Context: an optimization exercise on an open-source flow, tuned for small area, a short achievable clock period and few clock cycles per item. The choices shown serve that exercise and are no tape-out recipe. No run shown here included a check of the RTL's function; only the layout flow was run. Power and IR drop assume default switching activity.

**flow/config.mk**
```make
export PLATFORM = sky130hd
export DESIGN_NAME = sqrt_mult_system
export DESIGN_NICKNAME = sqrt_mult_system
export VERILOG_FILES = /design/flow/design.v
export SDC_FILE = /design/flow/constraint.sdc
export NUM_CORES = 4
export LEC_CHECK = 0
export CAP_MARGIN = 20
export CORE_MARGIN = 2
export CORE_UTILIZATION = 40
export SETUP_SLACK_MARGIN = 1.8
export SLEW_MARGIN = 20
```
**flow/constraint.sdc**
```tcl
create_clock -name core_clock -period 5.0 [get_ports {clk_i}]
set_input_delay 1.0000 -clock core_clock [delete_from_list [all_inputs] [get_ports {clk_i}]]
set_output_delay 1.0000 -clock core_clock [all_outputs]
set_load 0.01 [all_outputs]
```
**flow/design.v**
```verilog
module sqrt_mult_system (
    input clk_i,
    input rst_i,
    input start_i,
    input [7:0] a_bi,
    input [7:0] b_bi,
    output [15:0] result,
    output done
);
    wire [16:0] d;
    wire p000;
    wire p001;
    wire p002;
    wire p003;
    wire p004;
    wire p005;
    wire p006;
    wire p007;
    wire p008;
    wire p009;
    wire p010;
    wire p011;
    wire p012;
    wire p013;
    wire p014;
    wire p015;
    wire p016;
    wire p017;
    wire p018;
    wire p019;
    wire p020;
    wire p021;
    wire p022;
    wire p023;
    wire p024;
    wire p025;
    wire p026;
    wire p027;
    wire p028;
    wire p029;
    wire p030;
    wire p031;
    wire p032;
    wire p033;
    wire p034;
    wire p035;
    wire p036;
    wire p037;
    wire p038;
    wire p039;
    wire p040;
    wire p041;
    wire p042;
    wire p043;
    wire p044;
    wire p045;
    wire p046;
    wire p047;
    wire p048;
    wire p049;
    wire p050;
    wire p051;
    wire p052;
    wire p053;
    wire p054;
    wire p055;
    wire p056;
    wire p057;
    wire p058;
    wire p059;
    wire p060;
    wire p061;
    wire p062;
    wire p063;
    wire p064;
    wire p065;
    wire p066;
    wire p067;
    wire p068;
    wire p069;
    wire p070;
    wire p071;
    wire p072;
    wire p073;
    wire p074;
    wire p075;
    wire p076;
    wire p077;
    wire p078;
    wire p079;
    wire p080;
    wire p081;
    wire p082;
    wire p083;
    wire p084;
    wire p085;
    wire p086;
    wire p087;
    wire p088;
    wire p089;
    wire p090;
    wire p091;
    wire p092;
    wire p093;
    wire p094;
    wire p095;
    wire p096;
    wire p097;
    wire p098;
    wire p099;
    wire p100;
    wire p101;
    wire p102;
    wire p103;
    wire p104;
    wire p105;
    wire p106;
    wire p107;
    wire p108;
    wire p109;
    wire p110;
    wire p111;
    wire p112;
    wire p113;
    wire p114;
    wire p115;
    wire p116;
    wire p117;
    wire p118;
    wire p119;
    wire p120;
    wire p121;
    wire p122;
    wire p123;
    wire p124;
    wire p125;
    wire p126;
    wire p127;
    wire p128;
    wire p129;
    wire p130;
    wire p131;
    wire p132;
    wire p133;
    wire p134;
    wire p135;
    wire p136;
    wire p137;
    wire p138;
    wire p139;
    wire p140;
    wire p141;
    wire p142;
    wire p143;
    wire p144;
    wire p145;
    wire p146;
    wire p147;
    wire p148;
    wire p149;
    wire p150;
    wire p151;
    wire p152;
    wire p153;
    wire p154;
    wire p155;
    wire p156;
    wire p157;
    wire p158;
    wire p159;
    wire p160;
    wire p161;
    wire fl_p0;
    wire hv9;
    wire hv8;
    wire hv7;
    wire hv6;
    wire hv5;
    wire hv4;
    wire lv9;
    wire lv8;
    wire lv7;
    wire lv6;
    wire lv1;
    wire lv0;
    wire fl_r3g;
    wire fl_x1;
    wire fl_x2;
    wire fl_x3;
    assign p098 = ~(b_bi[7] & b_bi[6]);
    assign p099 = b_bi[5] & ~(b_bi[7]);
    assign p100 = p098 & ~(p099);
    assign p101 = ~(b_bi[4] & b_bi[5]);
    assign p102 = ~b_bi[3];
    assign p103 = b_bi[0] | b_bi[1];
    assign p104 = p103 | b_bi[2];
    assign p105 = p104 & ~(p102);
    assign p106 = p105 | b_bi[6];
    assign p107 = p102 & ~(p104);
    assign p108 = ~b_bi[5];
    assign p109 = b_bi[4] & ~(b_bi[7]);
    assign p110 = p108 & ~(p109);
    assign p111 = p110 | p107;
    assign p112 = p106 & ~(p111);
    assign p113 = p101 & ~(p112);
    assign p114 = p113 | ~(p100);
    assign p115 = p108 & ~(p098);
    assign p116 = b_bi[7] | b_bi[6];
    assign p117 = p103 & ~(p116);
    assign p118 = p117 | p099;
    assign p119 = p118 | p115;
    assign p120 = b_bi[2] | b_bi[3];
    assign p121 = p120 | b_bi[4];
    assign p122 = p119 & ~(p121);
    assign p123 = p114 & ~(p122);
    assign p124 = p105 | b_bi[7];
    assign p125 = ~(b_bi[4] | b_bi[5]);
    assign p126 = ~p125;
    assign p127 = b_bi[6] ? p101 : p126;
    assign p128 = p124 & ~(p127);
    assign p129 = p116 | ~(b_bi[4]);
    assign p130 = ~(p129 & p098);
    assign p131 = p107 | p108;
    assign p132 = p130 & ~(p131);
    assign p133 = p132 | p128;
    assign p134 = p123 & ~(p133);
    assign p135 = p125 & ~(b_bi[6]);
    assign p136 = p135 & p120;
    assign p137 = p100 & ~(p136);
    assign p138 = p137 | ~(p134);
    assign p139 = a_bi[1] & ~(p138);
    assign p140 = ~a_bi[2];
    assign p141 = a_bi[0] | ~(a_bi[1]);
    assign p142 = p141 | ~(p123);
    assign p143 = ~(p142 & p140);
    assign p144 = a_bi[2] & ~(p142);
    assign p145 = p144 | p134;
    assign p146 = p143 & ~(p145);
    assign p147 = p146 | p139;
    assign p148 = b_bi[7] & ~(p135);
    assign p149 = p125 | p116;
    assign p150 = p149 & ~(p148);
    assign p151 = p150 | ~(a_bi[0]);
    assign fl_p0 = ~(p151 ^ p147);
    assign p152 = ~a_bi[7];
    assign p153 = ~a_bi[6];
    assign p154 = ~a_bi[4];
    assign p155 = a_bi[0] & a_bi[1];
    assign p156 = p140 & ~(p155);
    assign p157 = a_bi[3] & ~(p156);
    assign p158 = p154 & ~(p157);
    assign p159 = a_bi[5] & ~(p158);
    assign p160 = p153 & ~(p159);
    assign p161 = p160 | p152;
    assign hv9 = p148 & ~(p161);
    assign p000 = ~p160;
    assign p001 = ~a_bi[5];
    assign p002 = ~a_bi[3];
    assign p003 = a_bi[1] & a_bi[2];
    assign p004 = p002 & ~(p003);
    assign p005 = a_bi[4] & ~(p004);
    assign p006 = p001 & ~(p005);
    assign p007 = p006 | p153;
    assign p008 = a_bi[7] ? p000 : p007;
    assign p009 = p148 & ~(p008);
    assign p010 = p148 | ~(p116);
    assign p011 = a_bi[7] & ~(p010);
    assign hv8 = p011 | p009;
    assign p012 = p153 ? p159 : p006;
    assign p013 = p012 ^ p152;
    assign p014 = p148 & ~(p013);
    assign p015 = a_bi[6] & ~(p010);
    assign p016 = a_bi[7] & ~(p149);
    assign p017 = p016 | p015;
    assign hv7 = p017 | p014;
    assign p018 = a_bi[5] ? p158 : p005;
    assign p019 = p018 ^ p153;
    assign p020 = p148 & ~(p019);
    assign p021 = a_bi[5] & ~(p010);
    assign p022 = a_bi[6] & ~(p149);
    assign p023 = p022 | p021;
    assign hv6 = p023 | p020;
    assign p024 = p154 ? p157 : p004;
    assign p025 = p024 ^ p001;
    assign p026 = p148 & ~(p025);
    assign p027 = a_bi[4] & ~(p010);
    assign p028 = a_bi[5] & ~(p149);
    assign p029 = p028 | p027;
    assign hv5 = p029 | p026;
    assign p030 = a_bi[3] ? p156 : p003;
    assign p031 = p030 ^ p154;
    assign p032 = p148 & ~(p031);
    assign p033 = a_bi[3] & ~(p010);
    assign p034 = a_bi[4] & ~(p149);
    assign p035 = p034 | p033;
    assign hv4 = p035 | p032;
    assign lv9 = p133 & ~(p161);
    assign p036 = p133 & ~(p008);
    assign p037 = a_bi[7] & ~(p138);
    assign lv8 = p037 | p036;
    assign p038 = a_bi[6] & ~(p138);
    assign p039 = p133 & ~(p013);
    assign p040 = a_bi[7] & ~(p123);
    assign p041 = p040 | p039;
    assign lv7 = p041 | p038;
    assign p042 = a_bi[5] & ~(p138);
    assign p043 = p133 & ~(p019);
    assign p044 = a_bi[6] & ~(p123);
    assign p045 = p044 | p043;
    assign lv6 = p045 | p042;
    assign p046 = p133 & ~(a_bi[1]);
    assign p047 = p138 & ~(p046);
    assign p048 = a_bi[0] & ~(p047);
    assign p049 = p133 & ~(a_bi[0]);
    assign p050 = p123 & ~(p049);
    assign p051 = a_bi[1] & ~(p050);
    assign lv1 = p051 | p048;
    assign lv0 = a_bi[0] & ~(p134);
    assign p052 = a_bi[4] & ~(p138);
    assign p053 = p133 & ~(p025);
    assign p054 = a_bi[5] & ~(p123);
    assign p055 = p054 | p053;
    assign p056 = ~(p055 | p052);
    assign p057 = ~(p003 | p156);
    assign p058 = p057 ^ p002;
    assign p059 = p148 & ~(p058);
    assign p060 = a_bi[2] & ~(p010);
    assign p061 = a_bi[3] & ~(p149);
    assign p062 = p061 | p060;
    assign p063 = ~(p062 | p059);
    assign p064 = ~(p063 & p056);
    assign p065 = p063 ^ p056;
    assign p066 = p138 | p002;
    assign p067 = p133 & ~(p031);
    assign p068 = a_bi[4] & ~(p123);
    assign p069 = p068 | p067;
    assign p070 = p066 & ~(p069);
    assign p071 = b_bi[7] & ~(p141);
    assign p072 = p071 | p140;
    assign p073 = ~(p072 | p150);
    assign p074 = a_bi[1] & ~(p010);
    assign p075 = p071 & ~(a_bi[2]);
    assign p076 = p075 | p074;
    assign p077 = ~(p076 | p073);
    assign p078 = ~(p077 & p070);
    assign p079 = p077 ^ p070;
    assign p080 = p116 & a_bi[0];
    assign p081 = a_bi[1] & ~(p150);
    assign p082 = p081 | p080;
    assign p083 = p155 & p148;
    assign p084 = p082 & ~(p083);
    assign p085 = p138 | p140;
    assign p086 = p133 & ~(p058);
    assign p087 = a_bi[3] & ~(p123);
    assign p088 = p087 | p086;
    assign p089 = p085 & ~(p088);
    assign p090 = p084 | ~(p089);
    assign p091 = p151 | ~(p147);
    assign p092 = p089 ^ p084;
    assign p093 = p091 & ~(p092);
    assign p094 = p090 & ~(p093);
    assign p095 = p079 & ~(p094);
    assign p096 = p078 & ~(p095);
    assign p097 = p065 & ~(p096);
    assign fl_r3g = p064 & ~(p097);
    assign fl_x1 = p092 ^ p091;
    assign fl_x2 = p094 ^ p079;
    assign fl_x3 = p096 ^ p065;
    assign d = { hv9, hv8, hv7, hv6, hv5, hv4, lv9, lv8, lv7, lv6, fl_r3g, fl_x3, fl_x2, fl_x1, fl_p0, lv1, lv0 };
    reg        done_r;
    reg [5:0] res_lo;
    reg        cy_r;
    reg [3:0] up_lo;
    reg [5:0] up_hi;
    always @(posedge clk_i) begin
        done_r <= start_i & ~rst_i;
        {up_hi, up_lo, cy_r, res_lo} <= d;
    end
    wire [5:0] u;
    wire q00;
    wire q01;
    wire q02;
    wire q03;
    wire q04;
    wire q05;
    wire q06;
    wire q07;
    wire q08;
    wire q09;
    wire q10;
    wire q11;
    wire q12;
    wire q13;
    wire q14;
    wire q15;
    wire q16;
    wire fu_x0;
    wire fu_x1;
    wire fu_x2;
    wire fu_x3;
    wire fu_x4;
    wire fu_x5;
    assign q00 = ~(up_lo[0] ^ up_hi[0]);
    assign fu_x0 = ~(q00 ^ cy_r);
    assign q01 = up_lo[0] & up_hi[0];
    assign q02 = cy_r & ~(q00);
    assign q03 = q02 | q01;
    assign q04 = ~(up_lo[1] ^ up_hi[1]);
    assign fu_x1 = ~(q04 ^ q03);
    assign q05 = up_lo[1] & up_hi[1];
    assign q06 = q03 & ~(q04);
    assign q07 = q06 | q05;
    assign q08 = ~(up_lo[2] ^ up_hi[2]);
    assign fu_x2 = ~(q08 ^ q07);
    assign q09 = up_lo[2] & up_hi[2];
    assign q10 = q07 & ~(q08);
    assign q11 = q10 | q09;
    assign q12 = up_lo[3] ^ up_hi[3];
    assign fu_x3 = q12 ^ q11;
    assign q13 = ~(up_lo[3] & up_hi[3]);
    assign q14 = q12 & q11;
    assign q15 = q13 & ~(q14);
    assign fu_x4 = ~(q15 ^ up_hi[4]);
    assign q16 = up_hi[4] & ~(q15);
    assign fu_x5 = q16 ^ up_hi[5];
    assign u = { fu_x5, fu_x4, fu_x3, fu_x2, fu_x1, fu_x0 };
    assign result = {4'b0, u, res_lo};
    assign done   = done_r;
endmodule
```
**flow/flow/run.sh**
```bash
#!/bin/bash
# Layout flow: the standard ORFS flow, with two changes.
#  1. Synthesis is ORFS's own script (with the standard flow's -nofsm -noshare wrapper,
#     flatten and renaming, as in synth_recipe.tcl), but ABC maps with the
#     script in flow/abc.script and full/half adder extraction can be skipped.
#  2. The port buffers inserted during placement are buf cells instead of
#     the slow clkdlybuf cells that buffer_ports picks by default.
# Settings come from flow/params.sh. Each tool's output goes to its own log.
set -euo pipefail
HERE=$(pwd)
source "$HERE/flow/params.sh"
export MY_ABC_SCRIPT="$HERE/flow/abc.script"
export MY_NOFA
export BUFFER_PORTS_ARGS="-buffer_cell $PORT_BUFFER"
sed "s#SYNTH_SCRIPT=[^ ]*#SYNTH_SCRIPT=$HERE/flow/synth.tcl#" standard.sh > my_standard.sh
bash my_standard.sh finish > flow_make.log 2>&1
```
**flow/flow/abc.script**
```
strash
dch
map -a
topo
stime -c
```
**flow/flow/params.sh**
```bash
MY_NOFA=1
PORT_BUFFER=sky130_fd_sc_hd__buf_1
```
**flow/flow/synth.tcl**
```tcl
# synth_recipe.tcl with two hooks: abc runs flow/abc.script (MY_ABC_SCRIPT),
# and extract_fa is skipped when MY_NOFA is 1.
proc synth {args} { yosys synth -nofsm -noshare {*}$args }
proc abc {args} {
  set out {}
  set skip 0
  foreach a $args {
    if {$skip} { set skip 0; continue }
    if {$a eq "-script" || $a eq "-D"} { set skip 1; continue }
    lappend out $a
  }
  lappend out -script $::env(MY_ABC_SCRIPT)
  yosys abc {*}$out
}
if {$::env(MY_NOFA)} { proc extract_fa {args} {} }
source $::env(SCRIPTS_DIR)/synth.tcl
# left out here: clear keep_hierarchy, flatten, clean up, hide names made inside functions, write 1_2_yosys.v
```
**flow/standard.sh**
```bash
#!/bin/bash
# synth_recipe.tcl (not shown) runs the flow's synth.tcl, then flattens the netlist and writes it again
# the make line also repeats each setting of config.mk as NAME=value (left out here)
make -C /OpenROAD-flow-scripts/flow DESIGN_CONFIG=/design/flow/config.mk WORK_HOME=/design/flow/orfs CLKGATE_MAP_FILE= SYNTH_SCRIPT=/design/flow/synth_recipe.tcl "${@:-finish}"
```
==> results of run 1 <==
==> synthesized netlist by cell type <==
| master | instances | area (µm²) |
|---|---|---|
| conb_1 | 1 | 3.75 |
| nor2_1 | 29 | 109 |
| or2_2 | 1 | 6.26 |
| a22oi_1 | 2 | 15.0 |
| o2bb2ai_1 | 1 | 8.76 |
| o21ai_0 | 14 | 70.1 |
| maj3_1 | 4 | 40.0 |
| dfxtp_1 | 18 | 360 |
| a211oi_1 | 1 | 7.51 |
| a21oi_1 | 9 | 45.0 |
| xor2_1 | 14 | 123 |
| nand2_1 | 27 | 101 |
| xnor2_1 | 6 | 52.6 |
| nand3_1 | 2 | 10.0 |
| clkinv_1 | 23 | 86.3 |
| o211ai_1 | 3 | 22.5 |
| o221ai_1 | 7 | 61.3 |
| o22ai_1 | 4 | 25.0 |
| nor3_1 | 3 | 15.0 |
| buf_4 | 10 | 75.1 |
| o311ai_0 | 1 | 8.76 |
==> worst max-delay path, cell delays in order (launching register included) <==
cell and delay (ns):
dfxtp_2 0.34, maj3_2 0.31, maj3_2 0.31, maj3_2 0.32, maj3_2 0.34, nand2_2 0.08
xnor2_2 0.10, buf_2 0.14
==> report_power, final <==
part	internal [mW]	total (mW)	switching (mW)
Combinational	0.0841	0.198	0.114
Clock	0.0281	0.0698	0.0418
Sequential	0.172	0.184	0.0123
==> registers in the layout, indices dropped and copies added, names as in the netlist <==
register	flops
res_lo	6
up_hi	6
up_lo	4
cy_r	1
done_r	1
==> final timing paths <==
check,cells past startpoint,from,slack [ns],to
worst min-delay path,2,rst_i,0.85,done_r$_DFF_P_
worst max-delay path,7,up_hi[0]$_DFF_P_,1.76,result[11]
==> area by class of cell <==
| cell class | count | area share [%] |
|---|---|---|
| repair buffers | 34 | 9.98 |
| inverters | 23 | 6.10 |
| multi-input cells | 132 | 53.8 |
| well taps | 33 | 2.92 |
| flip-flops and latches | 18 | 25.6 |
| clock buffers | 3 | 1.59 |
==> placed cells by master (no fill, tap or decap), drive strengths merged <==
cell / instances
xor2: 14
maj3: 4
or2: 1
a21oi: 9
nand2: 27
o221ai: 7
clkbuf: 3
xnor2: 6
o2bb2ai: 1
buf: 34
o211ai: 3
a22oi: 2
conb: 4
o22ai: 4
clkinv: 23
a211oi: 1
nor2: 29
o21ai: 14
dfxtp: 18
o311ai: 1
nor3: 3
nand3: 2
==> metrics by stage <==
step,hold slack (ns),setup WS [ns],instances,util [%]
2_1_floorplan,1.07,1.91,183,-
3_3_place_gp,1.15,1.70,237,44.6
3_5_place_dp,1.16,1.56,237,44.6
4_1_cts,0.848,1.76,241,45.9
5_1_grt,0.845,1.68,243,47.2
6_report,0.846,1.76,243,47.2
==> repair_timing <==
action / in CTS / in global routing
endpoints found under the setup margin: 2 / 5
gates resized for setup: 7 / 8
pin swaps: 1 / 3
buffers inserted: 1 / 2
==> kinds of logic after synthesis <==
family,Yosys count
AOI/OAI and AO/OA,42
xor gates and xnor gates,20
adders and majority gates,4
buffers and inverters,33
DFF,18
other,1
and+or+nand+nor,62
==> metal layers <==
metal  track usage, %  part of all wire, %  vias to the layer above
li1                 -                    -                      649
met1             20.0                   43                      577
met2             28.4                   51                       37
met3             1.30                  4.5                        6
met4             8.57                  2.4                        0
met5                0                    0                        -
==> metrics list, run 1 <==
* Maximum clock path buffer count: 2
* Die outline width: 59.8 µm
- The clock period could shrink to roughly 3.2 ns.
- Crit Path Category: flop to output port
- The flow ran to the end and the layout has no timing, DRC or antenna violations.
- Hold crit path type: primary input to flop
* Cell Area, Placed: ~0.0013 mm²
- Row cnt: 20
* Maximum ir drop on the vdd rail: 66.1 µV
- After the first detailed-routing iteration, the DRC count stood at 37.
- By area, the combinational part of the netlist is dominated by compound AO/OA/AOI/OAI gates.
* Vias: around 1,300
- Number of antenna diodes: 0
- The filler cells instantiated in the layout total between 300 and 400.
* Number of routed nets with antenna violations: 0
- After floorplanning, the core was sized to cover roughly 0.003 mm².
* Placed wire-length estimate after detailed placement: about 2200 µm
- The net count of the finished layout is approximately 230.
- For this run, the number of Yosys warnings is 1.
* Die area: ~0.0036 mm²
* Leakage component of the power: 0.561 nW
- Synthesis produced a netlist whose cell count is 180.
- Basic-gate share of the synthesized area counting and, or, nand and nor cells: 19.4%
* Sequential area share after synthesis: around 29%
* Overflow left after global routing: 0
- Synth-to-Final Area Change: 13.7%
* Post-synthesis adder-cell area fraction: around 3.2%
* Fraction of synthesized cell area in xor and xnor cells: between 10% and 20%
- The first global-routing pass estimated roughly 4500 µm of wire.
- The worst pin sits at a relative slew slack of between 50% and 60%.
* Distinct cell type count after synthesis: 21
* Required @ worst endpoint: ~4.0 ns
- With fillers left out, the area of the finished cells amounts to between 0.001 and 0.0015 mm².
* Sequential cell area: roughly 360 µm²
* Largest net degree at the start of global routing: 10
- The completed layout was analyzed and its total power is approximately 0.45 mW.
* Max Cap Viol: 0
- STA classifies the critical path endpoint as an output port.
- Initial core utilization: roughly 41%
* # IOs: 36
- Maximum clock rate: approximately 310 MHz
- The synthesized netlist devotes 21.2% of its cell area to compound gates.
- Setup repair after global routing could not meet its margin everywhere.
* Die extent in y: around 60 µm
* Count of port buffers added during placement: 31
* Area of combinational cells with multiple inputs: about 760 µm²
- The number of global-route vias before repair is roughly 1,100.
- Share of post-route cells with drive strength above 1: 9.52%
* Clock transition at the registers of the reported paths: around 0.090 ns
- After synthesis the netlist holds a flip-flop and latch count of 18.
- In this run the cell area of the synthesized design comes to 0.00125 mm².
- In the final timing run, aggregate negative setup slack is 0 ns.
- Routed WL per cell: ~11 µm
- TritonCTS built the clock tree.
- The final critical path takes up between 60% and 70% of the cycle.
* Mean instance size in the synthesized netlist: 6.92 µm²
- All-Layer GR Usage: roughly 16%
* Num Clock Sinks: 18
- Data arrives at the worst endpoint at approximately 2.2 ns.
* Clock root buffer: clkbuf_4
- GPL Wtd Cong: 0.829
- DRC violation count after routing: 0
- CTS Hold Bufs: 0
* Length of the first detailed-routing pass in iterations: 4
- Total wire length after detailed routing: roughly 2800 µm
- CTS built an H-tree with a depth of 1.
* Final hold vios: 0
- Final max-slew violation count: 0
* Antenna violations before repair: 0
* Setup violations, final: 0
* Average via count per standard cell: between 5 and 6
- Top fanout value on the critical path: 2
- Of the post-synthesis cell area, the part taken by muxes is 0%.
* CTS buffer count: 3
- STA classifies the critical path startpoint as a flop.
- For the pin with the worst max-slew slack, the measured transition is around 0.63 ns.
* Power density over cell area: between 300 and 400 mW/mm²
==> run 2, diff against run 1 <==
==> flow/flow/abc.script (replaced) <==
strash
dch
map -D 1300
topo
stime -c
==> run 2 against run 1 <==
Synthesized area up 1.8%. Non-clock buffer count up 4. Sequential power about the same. Sequential cell count unchanged. First-iteration DRC count up 19%. Still clean on timing, DRC and antenna. Setup slack better by 0.0012 ns. Critical endpoint unchanged. Die area up 1.7%. Largest cell class unchanged. Clock power up 33%. Highest routed layer unchanged. Largest power group unchanged. Wire length up 8.8%. Critical path type unchanged. Worst hold slack worse by 0.015 ns. Synthesized cell count unchanged. Total power up 5.4%.
==> metrics list, run 2 <==
- Post-route setup slack: 1.76 ns (about the same)
* RSZ-0062 raised after global routing: yes (unchanged)
- Net switching power: 0.176 mW (was 0.168 mW)
- Initial core utilization: 41.9% (was 41.5%)
- The commonest non-fill, non-tap cell in the layout was buf_1 (unchanged).
- Number of flops mapped to enable cells by yosys: 0 (unchanged)
- Share of flip-flops with an asynchronous set or reset after synthesis: 0% (unchanged)
- Internal power: 0.300 mW (was 0.284 mW)
- The detailed router's first-iteration violation count is 44 (was 37).
- The leakage power figure came to 0.595 nW (was 0.561 nW).
- The top-area cell type share of the netlist area came to 28.4% (was 28.9%).
* Number of routed nets with antenna violations: 0 (unchanged)
* Result of the run: timing/DRC/antenna clean (unchanged)
- Crit Path Category: flop to output port (unchanged)
- The routed wire length per instance was 11.7 µm (was 11.5 µm).
- The standard cell core area was 0.00303 mm² (was 0.00300 mm²).
* Mean instance size in the synthesized netlist: 7.05 µm² (was 6.92 µm²)
* Synthesis-stage register bit count: 18 (unchanged)
* Combinational fraction of design power: 42.2% (was 43.8%)
* Placed wire-length estimate after detailed placement: 2370 µm (was 2240 µm)
- The number of remaining DRC errors came to 0 (unchanged).
- H-tree depth reported by CTS: 1 (unchanged)
- Num Clock Sinks: 18 (unchanged)
* Setup violations, final: 0 (unchanged)
* Clock root buffer: clkbuf_4 (unchanged)
- The switching share of power is 37.0% (was 37.2%).
- The site row count is 20 (unchanged).
- The floorplan die height was 60.3 µm (was 59.8 µm).
* Maximum ir drop on the vdd rail: 103 µV (was 66.1 µV)
- The post-synthesis cell count was 180 (unchanged).
* Met2 capacity usage during global routing: 29.8% (was 28.4%)
- The total chip power came to 0.476 mW (was 0.451 mW).
* CTS buffer count: 3 (unchanged)
* Leading area contributor after synthesis: dfxtp_1 (unchanged)
* Crit start category: flop (unchanged)
- Via count of the first global-routing pass: 1,221 (was 1,129)
- The placer's final routability congestion estimate is 0.914 (was 0.829).
- The clock-pin slew on the worst setup and hold paths is 0.11 ns (was 0.09 ns).
- The number of failing hold endpoints at the final stage was 0 (unchanged).
- The post-synthesis to final-layout area growth is 17.2% (was 13.7%).
- Non-Filler Instances: 259 (was 243)
- Final Instance Area: 0.00149 mm² (was 0.00142 mm²)
* Maximum clock rate: 309 MHz (about the same)
- Share of post-route cells with drive strength above 1: 11.6% (was 9.52%)
- The maximum number of pins on one net before global-route repair was 11 (was 10).
* Maximum clock path buffer count: 2 (unchanged)
- The kind of end point of the critical path was an output port (unchanged).
- The total wire length is 3040 µm (was 2790 µm).
- The shortest period the worst path allows came to 3.24 ns (about the same).
- Met3 Track Usage GR: 4.33% (was 1.30%)
* Final Net Count: 235 (was 231)
* Distinct cell type count after synthesis: 27 (was 21)
* Clock share of power: 19.5% (was 15.5%)
* All-Layer GR Usage: 17.9% (was 16.4%)
- The reported max-cap violation count is 0 (unchanged).
- Required @ worst endpoint: 4.00 ns (about the same)
- The routing usage on met1 came to 21.0% (was 20.0%).
- Synthesized area: 0.00127 mm² (was 0.00125 mm²)
- Top fanout value on the critical path: 2 (unchanged)
- Total instance count after detailed placement: 248 (was 237)
* Die area: 0.00364 mm² (was 0.00358 mm²)
* Overflow left after global routing: 0 (unchanged)
- The type of the worst min-delay path is primary input to flop (unchanged).
- Vias: 1,335 (was 1,269)
* Biggest area contributors in the synthesized netlist: dfxtp_1, xor2_1, nand2_1 (was dfxtp_1, xor2_1, nor2_1)
* Count of port buffers added during placement: 31 (unchanged)
- Number of warnings issued by yosys: 1 (unchanged)
- Top library cells by usage in the layout, fill and taps aside: buf_1, nand2_1, nor2_1 (was buf_1, nor2_1, nand2_1).
- The clock tree from TritonCTS is built (unchanged).
- Most common library cells after synthesis: nand2_1, nor2_1, clkinv_1 (was nor2_1, nand2_1, clkinv_1).
* Sequential cell fraction of total power: 38.3% (was 40.7%)
- Setup WS pre-CTS: 1.21 ns (was 1.56 ns)
- First-pass GRT wire length: 4860 µm (was 4510 µm)
* Average via count per standard cell: 5.15 (was 5.22)
* Final max-slew violation count: 0 (unchanged)
* Die outline width: 60.3 µm (was 59.8 µm)
* Busiest grt layer: met2 (unchanged)
- Power density over cell area: 320 mW/mm² (was 319 mW/mm²)
- Number of antenna diodes: 0 (unchanged)
- # IOs: 36 (unchanged)
* Length of the first detailed-routing pass in iterations: 4 (unchanged)
- The aggregate negative setup slack came to 0 ns (unchanged).
- Library cell with the highest instance count after synthesis: nand2_1 (was nor2_1)
* Cell Area, Placed: 0.00138 mm² (was 0.00134 mm²)
* Antenna violations before repair: 0 (unchanged)
- Sequential area share after synthesis: 28.4% (was 28.9%)
* Prevailing post-synth register cell: dfxtp_1 (unchanged)
- Period utilisation layout: 64.8% (about the same)
- The worst endpoint data arrival time came to 2.24 ns (about the same).
[run 2: cell count changes in the layout (fill, tap and decap cells not counted), moves of 3 or more]
cell	before	now
nand3_1	2	6
a21oi_1	9	13
buf_4	3	7
nor2_1	28	23
clkinv_1	23	20
o21ai_0	12	9
[run 2: per-layer routing]
layer / routed length (µm) / part of all wire (%)
met5: 0 / 0
met1: 1220 / 40
met4: 77 / 2.5
met2: 1530 / 50
met3: 217 / 7.1
[run 2: worst paths after layout]
check	from	cells after the start	endpoint	slack, ns
hold / removal	rst_i	2	done_r$_DFF_P_	0.83
setup / recovery	up_lo[0]$_DFF_P_	7	result[11]	1.76
[run 2: layout make-up]
class	count	area [µm²]
fill	306	1540
multi-input combinational	135	786
sequential	18	363
timing repair buffer	38	171
inverter	20	75.1
tap	44	55.1
clock buffer	4	36.3
[run 2: logic make-up (layout without fill, tap and decap cells)]
group,after synthesis,in the layout,synth area share (%)
compound gates,44,44,22.3
xor+xnor,18,18,12.4
fa+ha+maj,4,4,3.16
buf+inv,30,62,11.8
flops,18,18,28.4
other cells,1,4,0.296
simple gates,65,65,21.6
[run 2: timing repair]
item,CTS,global route
endpoints found under the setup margin,5,5
hold buffers,0,0
gates cloned,0,0
pin swaps,2,2
gates resized for setup,10,3
buffers inserted,5,2
[run 2: power by group through the flow]
stage               logic [mW]  clock network [mW]  registers [mW]
CTS                      0.197              0.0930           0.183
global placement         0.178                   0           0.184
floorplan                0.152                   0           0.191
finish                   0.201              0.0928           0.182
detailed placement       0.180                   0           0.186
global route             0.224               0.103           0.185
[run 2: critical path, cell delays in order, from the launching register on]
cell and delay (ns):
dfxtp_2 0.34, maj3_2 0.31, maj3_2 0.32, maj3_2 0.32, maj3_2 0.33, nand2_2 0.07, xnor2_1 0.10, buf_2 0.14
[run 2: metrics by stage]
| stage | hold WS, ns | utilization, % |
|---|---|---|
| floorplan | 1.07 | - |
| global placement | 1.15 | 45.5 |
| detailed placement | 1.16 | 45.5 |
| CTS | 0.833 | 48.4 |
| global route | 0.815 | 49.1 |
| finish | 0.831 | 49.1 |
==> run 3, diff against run 2 <==
==> flow/flow/abc.script (replaced) <==
strash
dch
map -a
topo
stime -c
--- a/flow/config.mk
+++ b/flow/config.mk
@@ -10,3 +10,3 @@
 export CORE_UTILIZATION = 40
-export SETUP_SLACK_MARGIN = 1.8
+export SETUP_SLACK_MARGIN = 2.2
 export SLEW_MARGIN = 20
==> run 3 against run 2 <==
Sequential power hardly changed. Via count is 2.5% lower. Setup slack better by 0.070 ns. Still clean on timing, DRC and antenna. Sequential cell count stayed put. Wire length is 10% lower. Utilization is 1.2 points higher. Fmax is 2.2% higher. Clock power is 28% lower. Largest cell class unchanged. Sequential share of layout area is 0.32 points lower. Worst hold slack better by 0.035 ns. Total power is 1.6% lower. Synthesized area is 1.8% lower.
==> metrics list, run 3 <==
* Result of the run: timing/DRC/antenna clean (unchanged)
- Fraction of post-synthesis cell area in the top cell type by area: 28.9% (was 28.4%)
- Most common cell after layout, fill and taps aside: buf_1 (unchanged)
- Data arrival time of the critical path: 2.17 ns (was 2.24 ns)
- Total wire length after detailed routing: 2730 µm (was 3040 µm)
* DRC violation count after routing: 0 (unchanged)
* First-pass GRT wire length: 4400 µm (was 4860 µm)
- The starting density of the core came to 41.5% (was 41.9%).
* Worst path most repeated cell: maj3_2 (unchanged)
- The clock tree from TritonCTS was built (unchanged).
- The share of post-route cells with drive strength above 1 was 19.9% (was 11.6%).
* Maximum clock path buffer count: 2 (unchanged)
- The standard cell core area came to 0.00300 mm² (was 0.00303 mm²).
- The slowest library cell on the worst path is dfxtp_2 (unchanged).
- Count of port buffers added during placement: 31 (unchanged)
- Sequential cell area: 364 µm² (was 363 µm²)
- The routed wire length per instance is 11.0 µm (was 11.7 µm).
* Number of antenna diodes: 0 (unchanged)
- The sort of element at the start of the critical path is a flop (unchanged).
- Leakage component of the power: 0.612 nW (was 0.595 nW)
- Biggest area contributors in the synthesized netlist: dfxtp_1, xor2_1, nor2_1 (was dfxtp_1, xor2_1, nand2_1).
- The number of top-level design ports came to 36 (unchanged).
- Most common library cells after synthesis: nor2_1, nand2_1, clkinv_1 (was nand2_1, nor2_1, clkinv_1)
- CTS buffer count: 3 (unchanged)
- Worst Max-Slew Pin Slew: about 0.62 ns
* Violation count after the first detailed-route iteration: 46 (was 44)
- The area of the multi-input gates is 807 µm² (was 786 µm²).
- Worst path cell trace: maj3_2, maj3_2, maj3_2, maj3_2, nand2_2, xnor2_1, buf_2 (unchanged)
* Min-Delay Startpoint: rst_i (unchanged)
- The clock share of power was 14.2% (was 19.5%).
* Clock transition at the registers of the reported paths: 0.09 ns (was 0.11 ns)
* Number of routed nets with antenna violations: 0 (unchanged)
- Total instance count after detailed placement: 237 (was 248)
- Crit-path max cell delay: 0.33 ns (was 0.34 ns)
* Minimum clock period after layout: 3.17 ns (was 3.24 ns)
- Length of the first detailed-routing pass in iterations: 4 (unchanged)
- Top library cells by usage in the layout, fill and taps aside: buf_1, nor2_1, nand2_1 (was buf_1, nand2_1, nor2_1).
- The setup violation total in the final timing report was 0 (unchanged).
- The count of state elements after synthesis was 18 (unchanged).
* Required @ worst endpoint: 4.00 ns (about the same)
- H-tree depth reported by CTS: 1 (unchanged)
* Via count of the first global-routing pass: 1,054 (was 1,221)
- The share of flip-flops with an asynchronous set or reset came to 0% (unchanged).
* Hold crit path type: primary input to flop (unchanged)
- Maximum clock rate: 316 MHz (was 309 MHz)
- GPL Wtd Cong: 0.816 (was 0.914)
- Mean instance size in the synthesized netlist: 6.92 µm² (was 7.05 µm²)
- The number of sinks handled by clock tree synthesis was 18 (unchanged).
- Final-layout fill cell count: 311 (was 306)
* Crit Path Category: flop to output port (unchanged)
- RSZ-0062 raised after global routing: yes (unchanged)
* Final max-slew violation count: 0 (unchanged)
- The switching share of power is 36.6% (was 37.0%).
- Die area: 0.00358 mm² (was 0.00364 mm²)
- The cell accounting for the most synthesized area is dfxtp_1 (unchanged).
* Clock root buffer: clkbuf_4 (unchanged)
- Placed wire-length estimate after detailed placement: 2210 µm (was 2370 µm)
- The site row count was 20 (unchanged).
* Launching element of the worst setup path: up_hi[0]$_DFF_P_ (was up_lo[0]$_DFF_P_)
- The post-synthesis to final-layout area growth came to 21.3% (was 17.2%).
- The largest vdd supply drop is 76.8 µV (was 103 µV).
- The setup slack after placement came to 1.74 ns (was 1.21 ns).
* Combinational fraction of design power: 46.5% (was 42.2%)
- The power share of the sequential group came to 39.3% (was 38.3%).
- The sequential cell area fraction in the yosys report is 28.9% (was 28.4%).
- Net switching power: 0.171 mW (was 0.176 mW)
* Vias: 1,301 (was 1,335)
- Synthesized instance count: 180 (unchanged)
- The maximum number of pins on one net before global-route repair is 10 (was 11).
- The total placed instance area is 0.00136 mm² (was 0.00138 mm²).
- The portion of the clock cycle consumed by the worst path in the final layout came to 63.3% (was 64.8%).
- Final hold vios: 0 (unchanged)
- Non-Filler Instances: 249 (was 259)
- Average via count per standard cell: 5.22 (was 5.15)
* Number of flops mapped to enable cells by yosys: 0 (unchanged)
* Number of warnings issued by yosys: 1 (unchanged)
- The most instantiated library cell after synthesis was nor2_1 (was nand2_1).
* Prevailing post-synth register cell: dfxtp_1 (unchanged)
* All-Layer GR Usage: 15.9% (was 17.9%)
- The total standard cell area after synthesis is 0.00125 mm² (was 0.00127 mm²).
* Final Instance Area: 0.00151 mm² (was 0.00149 mm²)
- Power density over cell area: 310 mW/mm² (was 320 mW/mm²)
- Crit end category: output port (unchanged)
- Die outline width: 59.8 µm (was 60.3 µm)
- The maximum fanout encountered on the critical timing path is 2 (unchanged).
- The setup slack after layout came to 1.83 ns (was 1.76 ns).
- The final layout net count is 237 (was 235).
- The number of antenna violations at the first check in global routing came to 0 (unchanged).
- Worst hold margin: 0.866 ns (was 0.831 ns)
* Internal power: 0.297 mW (was 0.300 mW)
- Max Cap Viol: 0 (unchanged)
* Total Negative Setup Slacks: 0 ns (unchanged)
* Relative slew slack: ~58%
* Overflow left after global routing: 0 (unchanged)
- The number of distinct library cells after synthesis was 21 (was 27).
- The floorplan die height came to 59.8 µm (was 60.3 µm).
[run 3: final cells by class]
class / instances / area share (%)
Clock buffer: 3 / 1.49
Sequential cell: 18 / 24.1
Inverter: 23 / 5.71
Timing Repair Buffer: 40 / 12.6
Tap cell: 33 / 2.73
Multi-Input combinational cell: 132 / 53.4
[run 3: layer usage]
layer | part of all wire [%] | up-vias | GRT usage, %
met3 | 6.6 | 4 | 1.95
li1 | - | 663 | -
met4 | 1.3 | 0 | 4.76
met1 | 38 | 582 | 18.3
met5 | 0 | - | 0
met2 | 54 | 52 | 30.1
[run 3: repair_timing]
action                     in CTS  in global routing
hold endpoints to repair        0                  0
buffers inserted                5                  4
gates resized for setup        12                 17
hold buffers                    0                  0
setup endpoints to repair       5                  7
pin swaps                       5                 10
[run 3: power by group through the flow]
stage	clock network, mW	logic [mW]	registers (mW)
6_report	0.0667	0.218	0.184
5_1_grt	0.0764	0.245	0.187
4_1_cts	0.0690	0.207	0.184
3_5_place_dp	0	0.185	0.187
3_3_place_gp	0	0.184	0.186
2_1_floorplan	0	0.157	0.194
[run 3: path summary, 6_finish.rpt]
kind,end,depth (start not counted)
worst min-delay path,done_r$_DFF_P_,2
worst max-delay path,result[11],7
[run 3: worst max-delay path: cells and delay by family, from the launching register on]
family	cells	cell delay, ns
adders and majority gates	4	1.25
DFF	1	0.33
buffers and inverters	1	0.14
xor gates and xnor gates	1	0.10
and+or+nand+nor	1	0.07
[run 3: logic make-up (layout without fill, tap and decap cells)]
| kind of cell | Yosys count | count (layout) | share of synthesized area, % |
|---|---|---|---|
| buffers and inverters | 33 | 66 | 13.0 |
| AO/OA/AOI/OAI | 42 | 42 | 21.2 |
| other | 1 | 4 | 0.301 |
| XOR/XNOR | 20 | 20 | 14.1 |
| adder cells (fa/ha/maj) | 4 | 4 | 3.21 |
| flip-flops | 18 | 18 | 28.9 |
| AND/OR/NAND/NOR | 62 | 62 | 19.4 |
[run 3: stage by stage]
stage	utilization [%]	power, mW
floorplan	-	0.351
global placement	45.2	0.369
detailed placement	45.2	0.372
CTS	48.2	0.460
global route	50.3	0.508
finish	50.3	0.468
==> run 4, diff against run 3 <==
==> flow/flow/abc.script (replaced) <==
strash
dch
map -D 1300
topo
stime -c
==> run 4 against run 3 <==
Still clean. Cell count up 6.0%. Via count up 2.4%. Design area up 8.7%. Largest cell class unchanged. Fmax down 1.5%. Critical endpoint unchanged. Synthesized area up 1.8%. Highest routed layer unchanged. Count of clock-buffer cells in the layout up 1. Synthesized cell count unchanged. Global-route usage up 1.3 points. Die area up 1.7%. Clock power up 31%.
==> metrics list, run 4 <==
- Initial core utilization: 41.9% (was 41.5%)
- The number of top-level design ports is 36 (unchanged).
- Critical Path Slowest Stage Cell: maj3_2 (was dfxtp_2)
* Average via count per standard cell: 5.05 (was 5.22)
* Total wire length after detailed routing: 2900 µm (was 2730 µm)
- The hold path startpoint was rst_i (unchanged).
- The via count came to 1,332 (was 1,301).
* TritonCTS clock tree: built (unchanged)
* Utilization after layout: 54.3% (was 50.3%)
- The maximum buffer depth of the clock tree is 2 (unchanged).
* Final hold vios: 0 (unchanged)
- The total standard cell area after synthesis was 0.00127 mm² (was 0.00125 mm²).
- Distinct cell type count after synthesis: 27 (was 21)
- The total global routing overflow came to 0 (unchanged).
* Total Negative Setup Slacks: 0 ns (unchanged)
- Placed wire-length estimate after detailed placement: 2290 µm (was 2210 µm)
- H-tree depth reported by CTS: 1 (unchanged)
- The commonest non-fill, non-tap cell in the layout is buf_1 (unchanged).
- The placer's final routability congestion estimate came to 0.846 (was 0.816).
- Required @ worst endpoint: 4.00 ns (about the same)
- Number of flops mapped to enable cells by yosys: 0 (unchanged)
* RSZ-0062 raised after global routing: yes (unchanged)
- The critical path class is flop to output port (unchanged).
* Hold crit path type: primary input to flop (unchanged)
- The diode insertion count for antenna repair came to 0 (unchanged).
* Top fanout value on the critical path: 2 (unchanged)
- The clock-pin slew on the worst setup and hold paths was 0.09 ns (about the same).
- The warning count from the yosys run came to 1 (unchanged).
- Die extent in y: 60.3 µm (was 59.8 µm)
* Number of routed nets with antenna violations: 0 (unchanged)
- Power density over cell area: 303 mW/mm² (was 310 mW/mm²)
- The detailed router's first-iteration violation count was 37 (was 46).
- Result of the run: timing/DRC/antenna clean (unchanged).
* Synthesized instance count: 180 (unchanged)
- The number of hold buffers added after CTS was 0 (unchanged).
- The total die area came to 0.00364 mm² (was 0.00358 mm²).
- CTS buffer count: 3 (unchanged)
- Mean instance size in the synthesized netlist: 7.05 µm² (was 6.92 µm²)
- The die width was 60.3 µm (was 59.8 µm).
- The cell accounting for the most synthesized area is dfxtp_1 (unchanged).
- The worst hold slack across all endpoints is 0.847 ns (was 0.866 ns).
- Top library cells by usage in the layout, fill and taps aside: buf_1, nor2_1, nand2_1 (unchanged).
- Library cell with the highest instance count after synthesis: nand2_1 (was nor2_1)
- Worst path cell trace: maj3_2, maj3_2, maj3_2, maj3_2, nand2_2, xnor2_1, buf_2 (unchanged).
- Final max-slew violation count: 0 (unchanged)
- Worst path most repeated cell: maj3_2 (unchanged)
* Length of the first detailed-routing pass in iterations: 4 (unchanged)
* Crit-path max cell delay: 0.34 ns (was 0.33 ns)
* Data arrival time of the critical path: 2.21 ns (was 2.17 ns)
* Max Cap Viol: 0 (unchanged)
- Synthesis-stage register bit count: 18 (unchanged)
- Period utilisation layout: 64.3% (was 63.3%)
* Final Net Count: 240 (was 237)
- The sort of element at the start of the critical path is a flop (unchanged).
- The total track usage was 17.2% (was 15.9%).
- The leakage power figure is 0.661 nW (was 0.612 nW).
- Share of flip-flops with an asynchronous set or reset after synthesis: 0% (unchanged)
- Prevailing post-synth register cell: dfxtp_1 (unchanged)
- Maximum ir drop on the vdd rail: 77.4 µV (was 76.8 µV)
- Biggest area contributors in the synthesized netlist: dfxtp_1, xor2_1, nand2_1 (was dfxtp_1, xor2_1, nor2_1)
- Sequential area share after synthesis: 28.4% (was 28.9%)
- Most common library cells after synthesis: nand2_1, nor2_1, clkinv_1 (was nor2_1, nand2_1, clkinv_1)
- The shortest period the worst path allows is 3.21 ns (was 3.17 ns).
- Row cnt: 20 (unchanged)
- Share of post-route cells with drive strength above 1: 23.2% (was 19.9%)
- The kind of end point of the critical path is an output port (unchanged).
* Largest net degree at the start of global routing: 11 (was 10)
- The number of antenna violations at the first check in global routing is 0 (unchanged).
- The cell chosen for the clock root is clkbuf_4 (unchanged).
- Worst hold path depth: 2 (unchanged)
* Via count of the first global-routing pass: 1,129 (was 1,054)
* Synth-to-Final Area Change: 29.5% (was 21.3%)
- The standard cell core area came to 0.00303 mm² (was 0.00300 mm²).
- The terminating pin of the worst hold path is done_r$_DFF_P_ (unchanged).
* Routed WL per cell: 11.0 µm (about the same)
- Fraction of post-synthesis cell area in the top cell type by area: 28.4% (was 28.9%)
* Setup violations, final: 0 (unchanged)
* First-pass GRT wire length: 4710 µm (was 4400 µm)
- The number of sinks handled by clock tree synthesis is 18 (unchanged).
- Count of port buffers added during placement: 31 (unchanged)
- DRC violation count after routing: 0 (unchanged)
- The maximum clock frequency is 311 MHz (was 316 MHz).
## run 4: changes by cell type after synthesis, sizes merged, moves of 2 or more
cell,before,now
nor2,29,23
o21ai,14,9
a21oi,9,13
nand3,2,6
clkinv,23,20
a21boi,0,2
nand4,0,2
nor4,0,2
o211ai,3,1
o31ai,0,2
## run 4: how the worst max path moves through the flow
stage / from / end / slack [ns] / cells after the start
2_1_floorplan: up_lo[0]$_DFF_P_ / result[11] / 2.13 / 7
3_3_place_gp: b_bi[7] / res_lo[5]$_DFF_P_ / 1.68 / 12
3_5_place_dp: b_bi[7] / res_lo[5]$_DFF_P_ / 1.55 / 12
4_1_cts: up_lo[0]$_DFF_P_ / result[11] / 1.74 / 7
5_1_grt: cy_r$_DFF_P_ / result[11] / 1.69 / 7
6_report: cy_r$_DFF_P_ / result[11] / 1.79 / 7
## run 4: area by class of cell
| class | count | area, µm² |
|---|---|---|
| sequential | 18 | 363 |
| tap | 44 | 55.1 |
| timing repair buffer | 43 | 211 |
| fill | 332 | 1390 |
| multi-input combinational | 135 | 902 |
| clock buffer | 4 | 36.3 |
| inverter | 20 | 75.1 |
## run 4: critical path: cells and delay by family, from the launching register on
family                   cells  cell delay (ns)
adder cells (fa/ha/maj)      4             1.28
flip-flops                   1             0.33
buffers and inverters        1             0.14
XOR/XNOR                     1             0.10
AND/OR/NAND/NOR              1             0.07
## run 4: cells by family (layout without fill, tap and decap cells)
logic type,after synthesis,after routing,share of synthesized area [%]
adder cells (fa/ha/maj),4,4,3.16
flip-flops,18,18,28.4
other,1,4,0.296
XOR/XNOR,18,18,12.4
AO/OA/AOI/OAI,44,44,22.3
AND/OR/NAND/NOR,65,65,21.6
buffers and inverters,30,67,11.8
## run 4: repair_timing
item | CTS | global route
pin swaps | 3 | 9
buffers inserted | 7 | 5
resized for setup | 11 | 17
endpoints found under the setup margin | 7 | 6
## run 4: through the flow
stage	cell area (µm²)	std cells	worst slack, ns	power [mW]
final	1640	264	1.79	0.498
after CTS	1540	259	1.74	0.479
after global routing	1640	264	1.69	0.537
after detailed placement	1420	248	1.55	0.373
after floorplan	1330	183	2.13	0.350
after global placement	1420	248	1.68	0.371
## run 4: metal layers
metal | vias up | global-route usage (%) | part of all wire, %
li1 | 686 | - | -
met1 | 604 | 22.6 | 44
met2 | 38 | 28.1 | 49
met3 | 4 | 1.95 | 4.8
met4 | 0 | 7.94 | 1.8
met5 | - | 0 | 0
## run 4: report_power, final
part           internal [mW]  total (mW)  switching [mW]
logic                  0.103       0.230           0.127
registers              0.170       0.181          0.0105
clock network         0.0444      0.0871          0.0427

-- static timing again, ports no longer ideal --
The results above use ideal ports. As a check the final layouts listed here were re-extracted and re-timed, cells and wires unchanged.
Step 1 assumes that a clkbuf_16 drives the clock port and a buf_2 every other input.
Step 2 adds t to the input delays and takes it off the output delays; t is the mean of the earliest and latest rising clock arrival at the registers after step 1. Input paths then give back, and output paths get back, about the clock's delay inside the block.
a / b / c = ideal ports / drivers / drivers and shift; a / b = the first two.
run | t (ns) | setup WS [ns] | clock arrival spread, ns | slew at the worst register clock pin (ns) | worst slew at a driven data input, ns
run 1 | 0.311 | 1.761 / 1.739 / 1.783 | 0.001 / 0.001 | 0.09 / 0.09 | 0.03
run 2 | 0.322 | 1.762 / 1.740 / 1.614 | 0.007 / 0.007 | 0.11 / 0.11 | 0.04
run 3 | 0.299 | 1.833 / 1.810 / 2.062 | 0.006 / 0.006 | 0.09 / 0.09 | 0.03
run 4 | 0.314 | 1.786 / 1.763 / 1.990 | 0.001 / 0.002 | 0.09 / 0.09 | 0.03
After both steps setup and hold are still met in every run listed. For run 2, which loses most, drivers alone change the setup slack by -0.022 ns; drivers and shift together by -0.148 ns.
